What follows belongs to an exercise in optimizing a design on an open flow for small area and a short achievable clock period; a production flow would make more cautious choices.
The RTL was checked by simulation tests, not by an equivalence proof against the original design.
Power is estimated from default activity; no workload was simulated.

==> flow/design.v (excerpt) <==
module fifo (size, data_out, full, empty, halffull, halfempty, data_in, write, read, clk_actual, rst);
    output [7:0] data_out;
    output       full;
    output       empty;
    output       halfempty;
    output       halffull;
    output [7:0] size;
    input  [7:0] data_in;
    input        write, read;
    input        clk_actual, rst;
    reg  [7:0]  data_out;
    wire        empty;
    reg         full, empty_n, halffull, halfempty;
    assign      empty = ~empty_n;
    reg  [6:0]  n;           
    reg  [7:0]  lo;          
    reg  [12:0] hi;          
    reg         w;           
    reg  [7:0]  mem [0:95];
    assign size = {1'b0, n};
    wire fl = hi[12];             
    wire nz = ~(lo[0] & hi[0]);   
    wire wa = write & ~fl;        
    wire ra = read & nz;    
    integer i;
    always @(posedge clk_actual)
        if (wa) begin
            mem[0] <= data_in;
            for (i = 1; i < 96; i = i + 1)
                mem[i] <= mem[i-1];
        end
    reg [7:0] col [0:7];
  ...
Size in the first run: about 1500 cells after synthesis, ~810 flip-flops.
clock: 5.0 ns
lec_check: 0
cap_margin: 20
core_margin: 2
core_utilization: 55
setup_slack_margin: 2.9
slew_margin: 20
tns_end_percent: 0
standard.sh (not shown) runs the stock make flow with config.mk's settings and CLKGATE_MAP_FILE= SYNTH_SCRIPT=/design/flow/synth_recipe.tcl, a recipe that flattens the netlist after the stock synthesis.
==> flow/flow/run.sh <==
#!/bin/bash
# Layout flow: the standard ORFS flow (standard.sh), with clock tree
# synthesis set to larger sink clusters and no dummy loads, buf_4 as the port
# buffer, and repair free to change a cell's footprint. Make's output goes to
# flow_make.log here; each ORFS step keeps its own log under orfs/logs/.
set -euo pipefail
CTS="-sink_clustering_enable -repair_clock_nets -dont_use_dummy_load"
CTS="$CTS -sink_clustering_size 25 -sink_clustering_max_diameter 90"
bash standard.sh MATCH_CELL_FOOTPRINT=0 "CTS_ARGS=$CTS" \
  "BUFFER_PORTS_ARGS=-buffer_cell sky130_fd_sc_hd__buf_4" finish > flow_make.log 2>&1
Edit:
==> flow/flow/run.sh (replaced) <==
#!/bin/bash
# Layout flow: the standard ORFS flow (standard.sh), with clock tree
# synthesis set to larger sink clusters and no dummy loads, and repair free to
# change a cell's footprint. Make's output goes to flow_make.log here; each
# ORFS step keeps its own log under orfs/logs/.
set -euo pipefail
CTS="-sink_clustering_enable -repair_clock_nets -dont_use_dummy_load"
CTS="$CTS -sink_clustering_size 25 -sink_clustering_max_diameter 90"
bash standard.sh MATCH_CELL_FOOTPRINT=0 "CTS_ARGS=$CTS" finish > flow_make.log 2>&1
The changed run finished clean.
Setup slack gets worse by 0.012 ns.
Maximum frequency goes down slightly.
Register-to-register slack gets worse by 0.02 ns.
Power hardly moves.
Final cell count goes up slightly.
Design area goes up slightly.
Critical path depth goes up by 5.
Clock power barely changes.
Die area does not change.
Flip-flop and latch count stays the same.
Edit:
==> flow/flow/run.sh (replaced) <==
#!/bin/bash
# Layout flow: the standard ORFS flow (standard.sh), with clock tree
# synthesis set to larger sink clusters and no dummy loads, buf_4 as the port
# buffer, and repair free to change a cell's footprint. Make's output goes to
# flow_make.log here; each ORFS step keeps its own log under orfs/logs/.
set -euo pipefail
CTS="-sink_clustering_enable -repair_clock_nets -dont_use_dummy_load"
CTS="$CTS -sink_clustering_size 25 -sink_clustering_max_diameter 90"
bash standard.sh MATCH_CELL_FOOTPRINT=0 "CTS_ARGS=$CTS" \
  "BUFFER_PORTS_ARGS=-buffer_cell sky130_fd_sc_hd__buf_4" finish > flow_make.log 2>&1
CORE_UTILIZATION = 60   (was 55)
Effect: Setup slack is worse by 0.018 ns; die area went down by 8.2%; total power goes down by 0.51%; area after synthesis does not change; hold slack improved by 0.020 ns; critical path depth does not change; count of clock-buffer cells in the layout is unchanged; synthesized cell count does not change; register-to-register slack degrades by 0.02 ns; clock skew decreases by 0.0059 ns.
Edit:
CORE_UTILIZATION = 55   (was 60)
SETUP_SLACK_MARGIN = 2.8   (was 2.9)
Result: First-iteration DRC count goes up by 1.1%; hold slack is about the same; core utilization goes down by 6.8 points; power goes down by 0.67%; final area goes down by 2.8%; register-to-register slack is worse by 0.27 ns; non-clock buffer count goes down by 64; synthesized cell count stays the same; sequential power goes up by about 0.9%; fmax goes down by 11%.

---

Setup of beta:
Another version of the RTL of fifo (not shown whole).
For scale: about 1800 cells after synthesis, about 810 flip-flops, roughly 32 I/O pins, ~30000 sq um of cells after synthesis.
==> flow/config.mk <==
export PLATFORM = sky130hd
export DESIGN_NAME = fifo
export DESIGN_NICKNAME = fifo
export VERILOG_FILES = /design/flow/design.v
export SDC_FILE = /design/flow/constraint.sdc
export NUM_CORES = 4
export LEC_CHECK = 0
export CAP_MARGIN = 20
export CORE_MARGIN = 2
export CORE_UTILIZATION = 40
export SETUP_SLACK_MARGIN = 2.5
export SLEW_MARGIN = 20
==> flow/constraint.sdc <==
create_clock -name core_clock -period 5.0 [get_ports {clk_actual}]
set_input_delay 1.0000 -clock core_clock [delete_from_list [all_inputs] [get_ports {clk_actual}]]
set_output_delay 1.0000 -clock core_clock [all_outputs]
set_load 0.01 [all_outputs]
run.sh (not shown) runs the stock make flow with config.mk's settings and CLKGATE_MAP_FILE= SYNTH_SCRIPT=/design/flow/synth_recipe.tcl, a recipe that flattens the netlist after the stock synthesis.
Stock flow here: none of the scripts above is used.
Modified inputs, epsilon compared to beta
Settings: changing SETUP_SLACK_MARGIN from 2.5 to 0.4.
## What came out
- epsilon packs its core more loosely than beta.
- Area growth from synthesis to layout in epsilon vs beta: down 3.5 points
- Shortest clock period the worst path allows after layout for epsilon: 0.69 ns up relative to beta
- A launching element of the worst setup path of read is what beta shows, while write belongs to epsilon.
- beta ended up with clkdlybuf4s50_1 as its library cell contributing the largest single delay on the critical path; epsilon ended up with buf_12.
- Power of epsilon is on par with beta.

---

fifo, a different RTL version from the one above (not shown whole).
For scale: roughly 1,500 cells after synthesis, about 32 I/O pins, about 29,000 um^2 of cells after synthesis.
export LEC_CHECK = 0
export CAP_MARGIN = 20
export CORE_MARGIN = 2
export CORE_UTILIZATION = 55
export SETUP_SLACK_MARGIN = 3.0
export SLEW_MARGIN = 20
export TNS_END_PERCENT = 5
create_clock -name core_clock -period 5.0 [get_ports {clk_actual}]
standard.sh (not shown) runs the stock make flow with config.mk's settings and CLKGATE_MAP_FILE= SYNTH_SCRIPT=/design/flow/synth_recipe.tcl, a recipe that flattens the netlist after the stock synthesis.
==> flow/flow/run.sh <==
#!/bin/bash
# Layout flow: the standard ORFS flow (standard.sh), with clock tree
# synthesis set to larger sink clusters and no dummy loads, and repair free to
# change a cell's footprint. Make's output goes to flow_make.log here; each
# ORFS step keeps its own log under orfs/logs/.
set -euo pipefail
CTS="-sink_clustering_enable -repair_clock_nets -dont_use_dummy_load"
CTS="$CTS -sink_clustering_size 25 -sink_clustering_max_diameter 90"
bash standard.sh MATCH_CELL_FOOTPRINT=0 "CTS_ARGS=$CTS" finish > flow_make.log 2>&1
Then changed:
==> flow/flow/run.sh (replaced) <==
#!/bin/bash
# Layout flow: the standard ORFS flow (standard.sh), with clock tree
# synthesis set to larger sink clusters and no dummy loads, buf_4 as the port
# buffer, and repair free to change a cell's footprint. Make's output goes to
# flow_make.log here; each ORFS step keeps its own log under orfs/logs/.
set -euo pipefail
CTS="-sink_clustering_enable -repair_clock_nets -dont_use_dummy_load"
CTS="$CTS -sink_clustering_size 25 -sink_clustering_max_diameter 90"
bash standard.sh MATCH_CELL_FOOTPRINT=0 "CTS_ARGS=$CTS" \
  "BUFFER_PORTS_ARGS=-buffer_cell sky130_fd_sc_hd__buf_4" finish > flow_make.log 2>&1
Sequential power is about the same.
Total power goes down by 0.58%.
Routed wire length went down by 2.7%.
Cell area is lower by 1.2%.
Die area stays the same.
Worst hold slack improves by 0.0071 ns.
Global-route usage is lower by 0.22 points.
Final cell count decreases by 0.31%.
Worst setup slack degrades by 0.063 ns.

[what the ideal ports hide]
No port has a modelled driver above. Below, the same layouts with a new extraction and two added sets of constraints. Step 1: set_driving_cell puts a clkbuf_16 on clk_actual and a buf_2 on each other input, an assumption about the parent block. Step 2 adds t to the input delays and takes it off the output delays; t is the mean of the earliest and latest rising clock arrival at the registers after step 1. Input paths then give back, and output paths get back, about the clock's delay inside the block. a / b / c = no drivers / after step 1 / after step 2; a / b = the first two.
| run | shift t [ns] | slack for setup (ns) | latest minus earliest clock arrival (ns) | slew at the worst register clock pin (ns) | worst data-port slew with drivers (ns) |
|---|---|---|---|---|---|
| the first run of note 1 | 0.641 | 2.849 / 2.790 / 2.331 | 0.036 / 0.036 | 0.10 / 0.10 | 0.04 |
| the second run of note 1 | 0.638 | 2.837 / 2.797 / 2.333 | 0.033 / 0.032 | 0.10 / 0.10 | 0.03 |
| the third run of note 1 | 0.645 | 2.819 / 2.800 / 2.327 | 0.030 / 0.029 | 0.10 / 0.10 | 0.04 |
| the fourth run of note 1 | 0.637 | 2.546 / 2.546 / 2.132 | 0.035 / 0.035 | 0.10 / 0.10 | 0.04 |
| beta | 0.692 | 2.520 / 2.488 / 1.864 | 0.022 / 0.022 | 0.07 / 0.07 | 0.06 |
| epsilon | 0.688 | 1.825 / 1.863 / 1.176 | 0.021 / 0.021 | 0.07 / 0.07 | 0.06 |
| the first run of note 3 | 0.625 | 2.853 / 2.798 / 2.602 | 0.054 / 0.053 | 0.10 / 0.10 | 0.04 |
| the second run of note 3 | 0.639 | 2.790 / 2.790 / 2.207 | 0.037 / 0.038 | 0.10 / 0.10 | 0.04 |
After both steps setup and hold are still met in every run listed. For beta, which loses most, drivers alone change the setup slack by -0.032 ns; drivers and shift together by -0.656 ns.
